Context: an optimization exercise on an open-source flow, tuned for small area. The choices shown serve that exercise and are no tape-out recipe. The RTL was checked by simulation tests, not by an equivalence proof against the original design. No activity file was given, so power comes from the tool's default toggle rates.

==> flow/design.v <==
module ToneGenerator (S, clk, rst, out);
   input [3:0] S;
   input       clk;
   input       rst;
   output reg  out;
   reg [3:0] c16;
   always @(posedge clk) c16 <= rst ? 4'd0 : c16 + 4'd1;
   wire w2  = c16[0];
   wire w4  = &c16[1:0];
   wire w8  = &c16[2:0];
   wire w16 = &c16;
   reg  [1:0] c3;
   wire w3 = c3[1];
   always @(posedge clk) c3 <= (rst | w3) ? 2'd0 : {c3[0], ~c3[0]};
   reg  [3:0] c11;
   wire w11 = c11[2] & ~c11[3];
   always @(posedge clk) c11 <= (rst | w11) ? 4'd0 : {~c11[2], c11[1], ~c11[0], (~c11[2] & ~c11[3]) | (c11[2] & ~c11[3]) | (c11[2] & c11[3])};
   reg  [3:0] c13;
   wire w13 = c13[0] & c13[1] & c13[3];
   always @(posedge clk) c13 <= (rst | w13) ? 4'd0 : {~c13[2], ~c13[1], ~c13[0], (~c13[0] & c13[3]) | (c13[0] & ~c13[3])};
   reg  [4:0] c23;
   wire w23 = ~c23[1] & c23[2] & c23[4];
   always @(posedge clk) c23 <= (rst | w23) ? 5'd0 : {~c23[3], ~c23[2], ~c23[1], ~c23[0], (~c23[1] & c23[4]) | (c23[1] & ~c23[4])};
   reg  [4:0] c29;
   wire w29 = c29[0] & c29[1] & c29[2] & c29[4];
   always @(posedge clk) c29 <= (rst | w29) ? 5'd0 : {~c29[3], ~c29[2], ~c29[1], ~c29[0], (~c29[1] & c29[4]) | (c29[1] & ~c29[4])};
   reg  [5:0] c37;
   wire w37 = ~c37[0] & ~c37[1] & ~c37[2] & ~c37[3] & c37[5];
   always @(posedge clk) c37 <= (rst | w37) ? 6'd0 : {~c37[4], ~c37[3], ~c37[2], ~c37[1], ~c37[0], (~c37[0] & c37[5]) | (c37[0] & ~c37[5])};
   reg  [5:0] c41;
   wire w41 = ~c41[1] & c41[2] & ~c41[3] & ~c41[5];
   always @(posedge clk) c41 <= (rst | w41) ? 6'd0 : {~c41[4], ~c41[3], ~c41[2], ~c41[1], ~c41[0], (~c41[0] & c41[5]) | (c41[0] & ~c41[5])};
   reg  [5:0] c43;
   wire w43 = c43[0] & ~c43[3] & c43[4] & ~c43[5];
   always @(posedge clk) c43 <= (rst | w43) ? 6'd0 : {~c43[4], ~c43[3], ~c43[2], ~c43[1], ~c43[0], (~c43[0] & c43[5]) | (c43[0] & ~c43[5])};
   reg  [6:0] c71;
   wire w71 = ~c71[0] & ~c71[1] & ~c71[3] & c71[6];
   always @(posedge clk) c71 <= (rst | w71) ? 7'd0 : {~c71[5], ~c71[4], ~c71[3], ~c71[2], ~c71[1], ~c71[0], (~c71[1] & c71[6]) | (c71[1] & ~c71[6])};
   reg  [7:0] c131;
   wire w131 = ~c131[0] & ~c131[1] & c131[2] & c131[4] & c131[5] & c131[6];
   always @(posedge clk) c131 <= (rst | w131) ? 8'd0 : {~c131[6], ~c131[5], ~c131[4], ~c131[3], ~c131[2], ~c131[1], ~c131[0], (~c131[2] & c131[7]) | (c131[2] & ~c131[7])};
   reg  [7:0] c179;
   wire w179 = ~c179[0] & c179[1] & c179[2] & c179[3] & c179[4] & ~c179[5] & c179[7];
   always @(posedge clk) c179 <= (rst | w179) ? 8'd0 : {~c179[6], ~c179[5], ~c179[4], ~c179[3], ~c179[2], ~c179[1], ~c179[0], (~c179[2] & c179[7]) | (c179[2] & ~c179[7])};
   reg  [7:0] c239;
   wire w239 = c239[0] & c239[1] & ~c239[2] & ~c239[3] & ~c239[5] & ~c239[7];
   always @(posedge clk) c239 <= (rst | w239) ? 8'd0 : {~c239[6], ~c239[5], ~c239[4], ~c239[3], ~c239[2], c239[1], ~c239[0], ~(c239[1] ^ c239[6] ^ c239[7])};
   reg  [2:0] c7a;
   wire w7a = c7a[1] & ~c7a[2];
   always @(posedge clk) c7a <= (rst | w7a) ? 3'd0 : {~c7a[1], ~c7a[0], (~c7a[1] & ~c7a[2]) | (c7a[1] & ~c7a[2]) | (c7a[1] & c7a[2])};
   reg  [2:0] c7b;
   wire w7b = c7b[1] & ~c7b[2];
   always @(posedge clk) if (rst | (w7a & w7b)) c7b <= 3'd0; else if (w7a) c7b <= {~c7b[1], ~c7b[0], (~c7b[1] & ~c7b[2]) | (c7b[1] & ~c7b[2]) | (c7b[1] & c7b[2])};
   wire [12:1] tick;
   assign tick[1]  = w16 & w71;                  
   assign tick[2]  = w4 & w11 & w23;             
   assign tick[3]  = w3 & w7a & w7b & w13;       
   assign tick[4]  = w13 & w131;                 
   assign tick[5]  = w37 & w41;                  
   assign tick[6]  = w8 & w179;                  
   assign tick[7]  = w4 & w11 & w29;             
   assign tick[8]  = w29 & w37;                  
   assign tick[9]  = w4 & w239;                  
   assign tick[10] = w2 & w11 & w41;             
   assign tick[11] = w23 & w37;                  
   assign tick[12] = w4 & w7a & w43;             
   reg [12:1] wave;
   always @(posedge clk) wave <= rst ? 12'd0 : wave ^ tick;
   wire [15:0] tone = {3'b000, wave, 1'b0};
   reg [5:0]  note;
   reg [19:0] count;
   localparam [35:0] T0 = 36'h55695554a, T1 = 36'h22c2cef16,
                     T2 = 36'hffc01ff80, T3 = 36'h0005c00ae,
                     K0 = 36'h67cefcfb6, K1 = 36'h1f3003e00;
   wire [3:0] ntone = {T3[note], T2[note], T1[note], T0[note]};
   wire [1:0] ncls  = {K1[note], K0[note]};
   reg last;
   always @(*)
     case (ncls)
       0: last = &{count[19:16], count[14], count[9], count[6]};           
       1: last = &{count[18:15], count[13], count[8], count[5]};           
       2: last = &{count[17:14], count[12], count[7], count[4]};           
       default: last = &{count[17], count[15], count[11], count[9:8], count[3], count[1:0]};  
     endcase
   wire [3:0] sel = S[3] ? ntone : {1'b0, S[2:0]};
   always @(posedge clk) begin
      if (rst) begin
         note  <= 6'd0;
         count <= 20'd0;
         out   <= 1'b0;
      end else if (S[3] & last) begin
         count <= 20'd0;
         note  <= (note == 6'd35) ? 6'd0 : note + 6'd1;
      end else begin
         if (S[3]) count <= count + 20'd1;
         out <= tone[sel];
      end
   end
endmodule
export LEC_CHECK = 0
export CAP_MARGIN = 20
export CORE_MARGIN = 2
export CORE_UTILIZATION = 40
export SLEW_MARGIN = 20
create_clock -name core_clock -period 20.0 [get_ports {clk}]
standard.sh (not shown) runs the stock make flow with config.mk's settings and CLKGATE_MAP_FILE= SYNTH_SCRIPT=/design/flow/synth_recipe.tcl, a recipe that flattens the netlist after the stock synthesis.
==> flow/flow/run.sh <==
#!/bin/bash
# Own layout flow. The standard synthesis runs unchanged; then the
# combinational cells of its netlist are re-mapped for area with ABC while
# every register instance is kept as it is (same names and cells). Floorplan,
# placement, CTS and routing are the standard ones, with smaller clock-tree
# buffers, no dummy clock loads and buf_1 port buffers.
set -euo pipefail
W=$(pwd)
F=$W/flow
R=$W/orfs/results/$FLOW_PLATFORM/ToneGenerator/base
LIB=$FLOW_HOME/platforms/$FLOW_PLATFORM/lib/sky130_fd_sc_hd__tt_025C_1v80.lib
YOSYS=$(command -v yosys || echo /OpenROAD-flow-scripts/tools/install/yosys/bin/yosys)

bash standard.sh synth > $W/1_standard_synth.log 2>&1
cp $R/1_2_yosys.v $W/standard_netlist.v

sed -e "s|@LIB@|$LIB|g" -e "s|@IN@|$W/standard_netlist.v|" -e "s|@OUT@|$W/reopt_netlist.v|" \
    -e "s|@ABC@|$F/area.abc|" $F/reopt.ys > $W/reopt_run.ys
$YOSYS -s $W/reopt_run.ys > $W/2_reopt.log 2>&1
cp $W/reopt_netlist.v $R/1_2_yosys.v
rm -f $R/1_synth.odb $R/1_synth.sdc
bash standard.sh synth > $W/3_synth_odb.log 2>&1

export CTS_ARGS="$(cat $F/cts_args)"
export BUFFER_PORTS_ARGS="-buffer_cell sky130_fd_sc_hd__buf_1"
bash standard.sh finish > $W/4_finish.log 2>&1
==> flow/flow/area.abc <==
strash; balance -l; resub -K 6 -l; rewrite -l; resub -K 6 -N 2 -l; refactor -l; resub -K 8 -l; balance -l; resub -K 8 -N 2 -l; rewrite -l; resub -K 10 -l; rewrite -z -l; resub -K 10 -N 2 -l; balance -l; resub -K 12 -l; refactor -z -l; resub -K 12 -N 2 -l; rewrite -z -l; balance -l; dch -f; amap
==> flow/flow/cts_args <==
-sink_clustering_enable -repair_clock_nets -dont_use_dummy_load -buf_list sky130_fd_sc_hd__clkbuf_4 -sink_clustering_size 20
==> flow/flow/reopt.ys <==
read_liberty -ignore_miss_func @LIB@
blackbox sky130_fd_sc_hd__*df* sky130_fd_sc_hd__*dl* sky130_fd_sc_hd__*probe* sky130_fd_sc_hd__*lpflow*
read_verilog @IN@
hierarchy -top ToneGenerator
flatten
opt_clean
abc -liberty @LIB@ -dont_use *lpflow* -dont_use *probe* -script @ABC@
opt_clean -purge
hilomap -singleton -hicell sky130_fd_sc_hd__conb_1 HI -locell sky130_fd_sc_hd__conb_1 LO
splitnets
opt_clean -purge
hierarchy -top ToneGenerator
stat -liberty @LIB@
write_verilog -noattr -noexpr -nohex -nodec @OUT@
The starting point completed without violations.
==> next run, changes <==
--- a/flow/design.v
+++ b/flow/design.v
@@ -67,21 +67,31 @@
    reg [12:1] wave;
    always @(posedge clk) wave <= rst ? 12'd0 : wave ^ tick;
-   wire [15:0] tone = {3'b000, wave, 1'b0};
    reg [5:0]  note;
    reg [19:0] count;
-   localparam [35:0] T0 = 36'h55695554a, T1 = 36'h22c2cef16,
-                     T2 = 36'hffc01ff80, T3 = 36'h0005c00ae,
-                     K0 = 36'h67cefcfb6, K1 = 36'h1f3003e00;
-   wire [3:0] ntone = {T3[note], T2[note], T1[note], T0[note]};
-   wire [1:0] ncls  = {K1[note], K0[note]};
+   wire [5:0] nnext;
+   assign nnext[0] = (~note[0]);
+   assign nnext[1] = (note[0] & ~note[1]) | (~note[0] & note[1]);
+   assign nnext[2] = (~note[0] & note[2]) | (~note[1] & note[2]) | (note[0] & note[1] & ~note[2] & ~note[5]);
+   assign nnext[3] = (~note[1] & note[3]) | (~note[0] & note[3]) | (~note[2] & note[3]) | (note[0] & note[1] & note[2] & ~note[3]);
+   assign nnext[4] = (~note[3] & note[4]) | (~note[1] & note[4]) | (~note[2] & note[4]) | (~note[0] & note[4]) | (note[0] & note[1] & note[2] & note[3] & ~note[4]);
+   assign nnext[5] = (~note[0] & note[5]) | (~note[1] & note[5]) | (note[0] & note[1] & note[2] & note[3] & note[4]);
+   wire [3:0] nsel;
+   assign nsel[0] = (~note[0] & note[1] & note[3]) | (~note[0] & note[5]) | (~note[0] & note[3] & ~note[4]) | (note[1] & note[2] & ~note[3] & ~note[4]) | (~note[0] & note[2] & note[3]) | (note[0] & note[1] & note[2] & ~note[3]) | (note[0] & ~note[1] & ~note[2] & note[3] & note[4]) | (~note[0] & ~note[1] & ~note[2] & ~note[3] & note[4]);
+   assign nsel[1] = (~note[1] & note[2] & ~note[3]) | (note[1] & note[3] & ~note[4]) | (note[0] & ~note[1] & note[2]) | (note[1] & ~note[2] & note[3]) | (~note[2] & note[3] & ~note[4]) | (note[0] & note[1] & ~note[4] & ~note[5]) | (note[0] & ~note[1] & note[5]) | (~note[0] & note[2] & ~note[3] & note[4]);
+   assign nsel[2] = ~((note[0] & ~note[3] & note[4]) | (~note[0] & ~note[3] & ~note[4] & ~note[5]) | (~note[1] & ~note[2] & note[3] & note[4]) | (note[1] & note[2] & ~note[3] & note[4]) | (note[0] & ~note[1] & note[2] & ~note[3]));
+   assign nsel[3] = (note[1] & ~note[2] & ~note[3] & ~note[5]) | (note[0] & ~note[3] & ~note[4] & ~note[5]) | (~note[0] & note[2] & ~note[3] & note[4]);
+   wire [1:0] ncls;
+   assign ncls[0] = ~((~note[3] & ~note[5]) | (note[1] & note[5]) | (note[1] & note[2] & ~note[4]) | (note[1] & ~note[2] & note[4]) | (note[0] & note[5]) | (~note[0] & ~note[1] & ~note[2] & note[3] & ~note[4]));
+   assign ncls[1] = (~note[1] & note[2] & note[3] & ~note[4]) | (~note[1] & ~note[2] & note[3] & note[4]) | (~note[0] & ~note[1] & ~note[2] & ~note[3] & ~note[4]) | (note[0] & note[1] & ~note[2] & ~note[3] & ~note[4]) | (~note[0] & ~note[1] & note[2] & ~note[3] & note[4]) | (note[0] & note[1] & note[2] & note[3] & note[4]) | (~note[0] & note[1] & note[2] & ~note[3] & ~note[4]);
    reg last;
    always @(*)
      case (ncls)
-       0: last = &{count[19:16], count[14], count[9], count[6]};           
-       1: last = &{count[18:15], count[13], count[8], count[5]};           
-       2: last = &{count[17:14], count[12], count[7], count[4]};           
-       default: last = &{count[17], count[15], count[11], count[9:8], count[3], count[1:0]};  
+       2'd0: last = &{count[18], count[17], count[16], count[15], count[13], count[8], count[5]};  
+       2'd1: last = &{count[17], count[15], count[11], count[9], count[8], count[3], count[1], count[0]};  
+       2'd2: last = &{count[19], count[18], count[17], count[16], count[14], count[9], count[6]};  
+       default: last = &{count[17], count[16], count[15], count[14], count[12], count[7], count[4]};  
      endcase
-   wire [3:0] sel = S[3] ? ntone : {1'b0, S[2:0]};
+   wire [15:0] tmux = {wave[12], wave[9], 1'b0, wave[11], 1'b0, wave[8], 1'b0, wave[10], wave[7], wave[6], wave[5], wave[4], wave[3], wave[2], wave[1], 1'b0};
+   wire [3:0] sel = S[3] ? nsel : {1'b0, S[2:0]};
    always @(posedge clk) begin
       if (rst) begin
@@ -91,8 +101,8 @@
       end else if (S[3] & last) begin
          count <= 20'd0;
-         note  <= (note == 6'd35) ? 6'd0 : note + 6'd1;
+         note  <= nnext;
       end else begin
          if (S[3]) count <= count + 20'd1;
-         out <= tone[sel];
+         out <= tmux[sel];
       end
    end
Effect:
- The changed run passed the timing, design-rule and antenna checks
- wire length falls slightly
- final area came out lower slightly
- die area is lower slightly
- worst setup slack got worse by 0.26 ns
- sequential cell count stays the same
- fmax fell by a few percent
- non-clock buffer count does not change
- clock power hardly moves
- via count falls by a few percent
- global-route usage is lower by 0.54 points
- sequential power stays flat

==> static timing again, ports no longer ideal <==
The flow's constraints put no driver on any port. The routed layouts listed below were extracted and timed again, unchanged, in two steps. Step 1 sets driving cells, clkbuf_16 on the clock port and buf_2 on the other inputs (assumed; they add their load-dependent delay and slew). Step 2 adds t to the input delays and takes it off the output delays; t is the mean of the earliest and latest rising clock arrival at the registers after step 1. Input paths then give back, and output paths get back, about the clock's delay inside the block. a / b / c = no drivers / after step 1 / after step 2; a / b = the first two.
run	shift t [ns]	setup slack, ns	clock arrival spread, ns
the first run	0.508	13.542 / 13.552 / 13.044	0.041 / 0.041
the second run	0.480	13.281 / 13.285 / 12.805	0.042 / 0.042
After both steps setup and hold are still met in every run listed. For the first run, which loses most, drivers alone change the setup slack by +0.010 ns; drivers and shift together by -0.498 ns.
